From an optimization exercise on the open Yosys and OpenROAD flow, aimed at small area; shortcuts taken in it are not production practice. Function was checked by simulation only, so behaviour that the tests miss may differ from the original. Power figures rest on the tool's default switching activity, not on a simulated workload. The flow treats the clock pin as an ideal source, which a real chip does not have.

run A:
## uart_core
module uart_core(
  input                  clk     ,
  input                  rst_n   ,       
  input                  serial_in_i     ,
  output                 serial_out_o    ,  
  output  [15:0]         bus2ip_addr_o   ,
  output  [15:0]         bus2ip_data_o   ,
  output                 bus2ip_rd_ce_o  ,     
  output                 bus2ip_wr_ce_o  ,     
  input   [15:0]         ip2bus_data_i
);
Size in the first run: about 2400 cells after synthesis, roughly 54 I/O pins, roughly 34000 sq um of cells after synthesis.
==> flow/config.mk <==
export PLATFORM = sky130hd
export DESIGN_NAME = uart_core
export DESIGN_NICKNAME = uart_core
export VERILOG_FILES = /design/flow/design.v
export SDC_FILE = /design/flow/constraint.sdc
export NUM_CORES = 4
export LEC_CHECK = 0
export CAP_MARGIN = 20
export CORE_MARGIN = 2
export CORE_UTILIZATION = 70
export PLACE_DENSITY = 0.75
export SLEW_MARGIN = 20
==> flow/constraint.sdc <==
create_clock -name core_clock -period 8.0 [get_ports {clk}]
set_input_delay 1.6000 -clock core_clock [delete_from_list [all_inputs] [get_ports {clk}]]
set_output_delay 1.6000 -clock core_clock [all_outputs]
set_load 0.01 [all_outputs]
standard.sh (not shown) runs the stock make flow with config.mk's settings and CLKGATE_MAP_FILE= SYNTH_SCRIPT=/design/flow/synth_recipe.tcl, a recipe that flattens the netlist after the stock synthesis.
==> flow/flow/run.sh <==
#!/bin/bash
set -o pipefail
export CTS_ARGS="-sink_clustering_enable -repair_clock_nets -dont_use_dummy_load -sink_clustering_size 30 -sink_clustering_max_diameter 100"
export BUFFER_PORTS_ARGS="-buffer_cell sky130_fd_sc_hd__buf_1"
bash standard.sh > standard.log 2>&1
Run A: done, clean on timing, DRC and antenna
Input changes introduced in run B (baseline for comparison: run A):
diff --git a/flow/config.mk b/flow/config.mk
--- a/flow/config.mk
+++ b/flow/config.mk
@@ -9,4 +9,3 @@
 export CORE_MARGIN = 2
-export CORE_UTILIZATION = 70
-export PLACE_DENSITY = 0.75
+export CORE_UTILIZATION = 60
 export SLEW_MARGIN = 20
Findings:
Relative to run A, worst hold slack increased by 4.3 ps in run B.
~same area of combinational cells with multiple inputs in run A and run B
Summary of run B over run A: average via count per standard cell down about 6%; total routing resource utilization after global routing down 4.1 points.
Compared to run A, run B has sequential share of cell area 0.40 points lower.
Sort run A and run B by floorplan core area asc -> top: run A
### run B -> run C
==> flow/flow/run.sh <==
#!/bin/bash
set -o pipefail
export CTS_ARGS="-sink_clustering_enable -repair_clock_nets -dont_use_dummy_load -root_buf sky130_fd_sc_hd__clkbuf_16 -buf_list sky130_fd_sc_hd__clkbuf_8 -sink_clustering_size 20 -sink_clustering_max_diameter 80"
export BUFFER_PORTS_ARGS="-buffer_cell sky130_fd_sc_hd__buf_1"
bash standard.sh > standard.log 2>&1
diff --git a/flow/config.mk b/flow/config.mk
--- a/flow/config.mk
+++ b/flow/config.mk
@@ -10,2 +10,3 @@
 export CORE_UTILIZATION = 60
+export PLACE_DENSITY = 0.7
 export SLEW_MARGIN = 20
## What came out
Compared with run B, in run C routed via count rose 1.2%; switching power summed over all nets fell 0.014 mW; post-route worst setup slack rose 86 ps; part of the total power dissipated in the clock network fell 2.2 points; core occupancy in the finished layout fell 0.33 points.
[inputs] run D vs run C
==> flow/flow/run.sh <==
#!/bin/bash
set -o pipefail
export CTS_ARGS="-sink_clustering_enable -repair_clock_nets -dont_use_dummy_load -sink_clustering_size 30 -sink_clustering_max_diameter 100"
export BUFFER_PORTS_ARGS="-buffer_cell sky130_fd_sc_hd__buf_1"
bash standard.sh > standard.log 2>&1
diff --git a/flow/config.mk b/flow/config.mk
--- a/flow/config.mk
+++ b/flow/config.mk
@@ -7,6 +7,5 @@
 export LEC_CHECK = 0
-export CAP_MARGIN = 20
+export CAP_MARGIN = 0
 export CORE_MARGIN = 2
-export CORE_UTILIZATION = 60
-export PLACE_DENSITY = 0.7
-export SLEW_MARGIN = 20
+export CORE_UTILIZATION = 65
+export SLEW_MARGIN = 0
==> notes.md <==
Side by side, final critical delay including setup and external delays turned out lower in run D than in run C. Compared with run C, run D shows placeable core area lower by about 7%. Going from run C to run D, the leakage power of the design was found to have gone up by about 0.5%. Compared to run C, the router laid down less metal wire for run D. Taking run C as the reference, in run D total power per unit cell area higher; post-route cell area roughly the same; post-route worst setup slack higher; total global-route track usage higher.
[inputs] run E vs run D
==> flow/flow/run.sh <==
#!/bin/bash
set -o pipefail
export CTS_ARGS="-sink_clustering_enable -repair_clock_nets -dont_use_dummy_load -root_buf sky130_fd_sc_hd__clkbuf_16 -buf_list sky130_fd_sc_hd__clkbuf_8 -sink_clustering_size 16 -sink_clustering_max_diameter 60"
export BUFFER_PORTS_ARGS="-buffer_cell sky130_fd_sc_hd__buf_1"
bash standard.sh > standard.log 2>&1
diff --git a/flow/config.mk b/flow/config.mk
--- a/flow/config.mk
+++ b/flow/config.mk
@@ -7,5 +7,6 @@
 export LEC_CHECK = 0
-export CAP_MARGIN = 0
+export CAP_MARGIN = 20
 export CORE_MARGIN = 2
-export CORE_UTILIZATION = 65
-export SLEW_MARGIN = 0
+export CORE_UTILIZATION = 60
+export PLACE_DENSITY = 0.7
+export SLEW_MARGIN = 20
Findings:
From run D to run E the numbers moved as follows: fmax -about 2.2%; number of well taps +about 10%; clock-buffer cell count +about 90%; length in cells of the worst reg-to-reg path +4.
Setup changes, run E to run F
==> flow/flow/run.sh <==
#!/bin/bash
set -o pipefail
export CTS_ARGS="-sink_clustering_enable -repair_clock_nets -dont_use_dummy_load -sink_clustering_size 30 -sink_clustering_max_diameter 100"
export BUFFER_PORTS_ARGS="-buffer_cell sky130_fd_sc_hd__buf_1"
bash standard.sh > standard.log 2>&1
### Flow results
- Run E closes out successfully: all stages finished, all timing, DRC and antenna checks passed.
- Run F | stages: all done | timing, DRC, antenna: all pass
- Run F -> run E: arrival time of data at the critical path endpoint flat
- Delta (run F minus run E): final cell count without fillers went down by 1.0%; share of the final layout cell area in sequential cells climbed 0.26 points; cell area has decreased; worst setup slack for register-to-register paths +30 ps.
- Run E → run F: global-route wire length before repair shows a reduction of about 0.6%, growth of design area from synthesis to finish shows a reduction of 0.43 points.

## afterwards: timing with drivers on the ports
No port has a modelled driver above. Below, the same layouts with a new extraction and two added sets of constraints.
Step 1, drivers: a clkbuf_16 drives clk and a buf_2 each remaining input, both assumed.
Step 2 moves the port delays by t, midway between the first and last clock arrival at a register: inputs arrive t later, outputs are due t later. That takes back most of the time a late clock gives input paths.
a / b / c = ideal / step 1 / step 2; a / b = the first two.
run | shift t [ns] | setup WS [ns] | latest minus earliest clock arrival (ns) | worst slew at a driven data input, ns
run A | 0.639 | 1.639 / 1.579 / 2.218 | 0.049 / 0.049 | 0.09
run B | 0.658 | 1.574 / 1.505 / 2.163 | 0.082 / 0.082 | 0.07
run C | 0.640 | 1.660 / 1.596 / 2.236 | 0.076 / 0.076 | 0.07
run D | 0.653 | 1.791 / 1.726 / 2.379 | 0.069 / 0.069 | 0.07
run E | 0.633 | 1.653 / 1.588 / 2.222 | 0.085 / 0.085 | 0.07
run F | 0.636 | 1.657 / 1.595 / 2.231 | 0.052 / 0.052 | 0.07
After both steps every run listed still meets setup and hold.
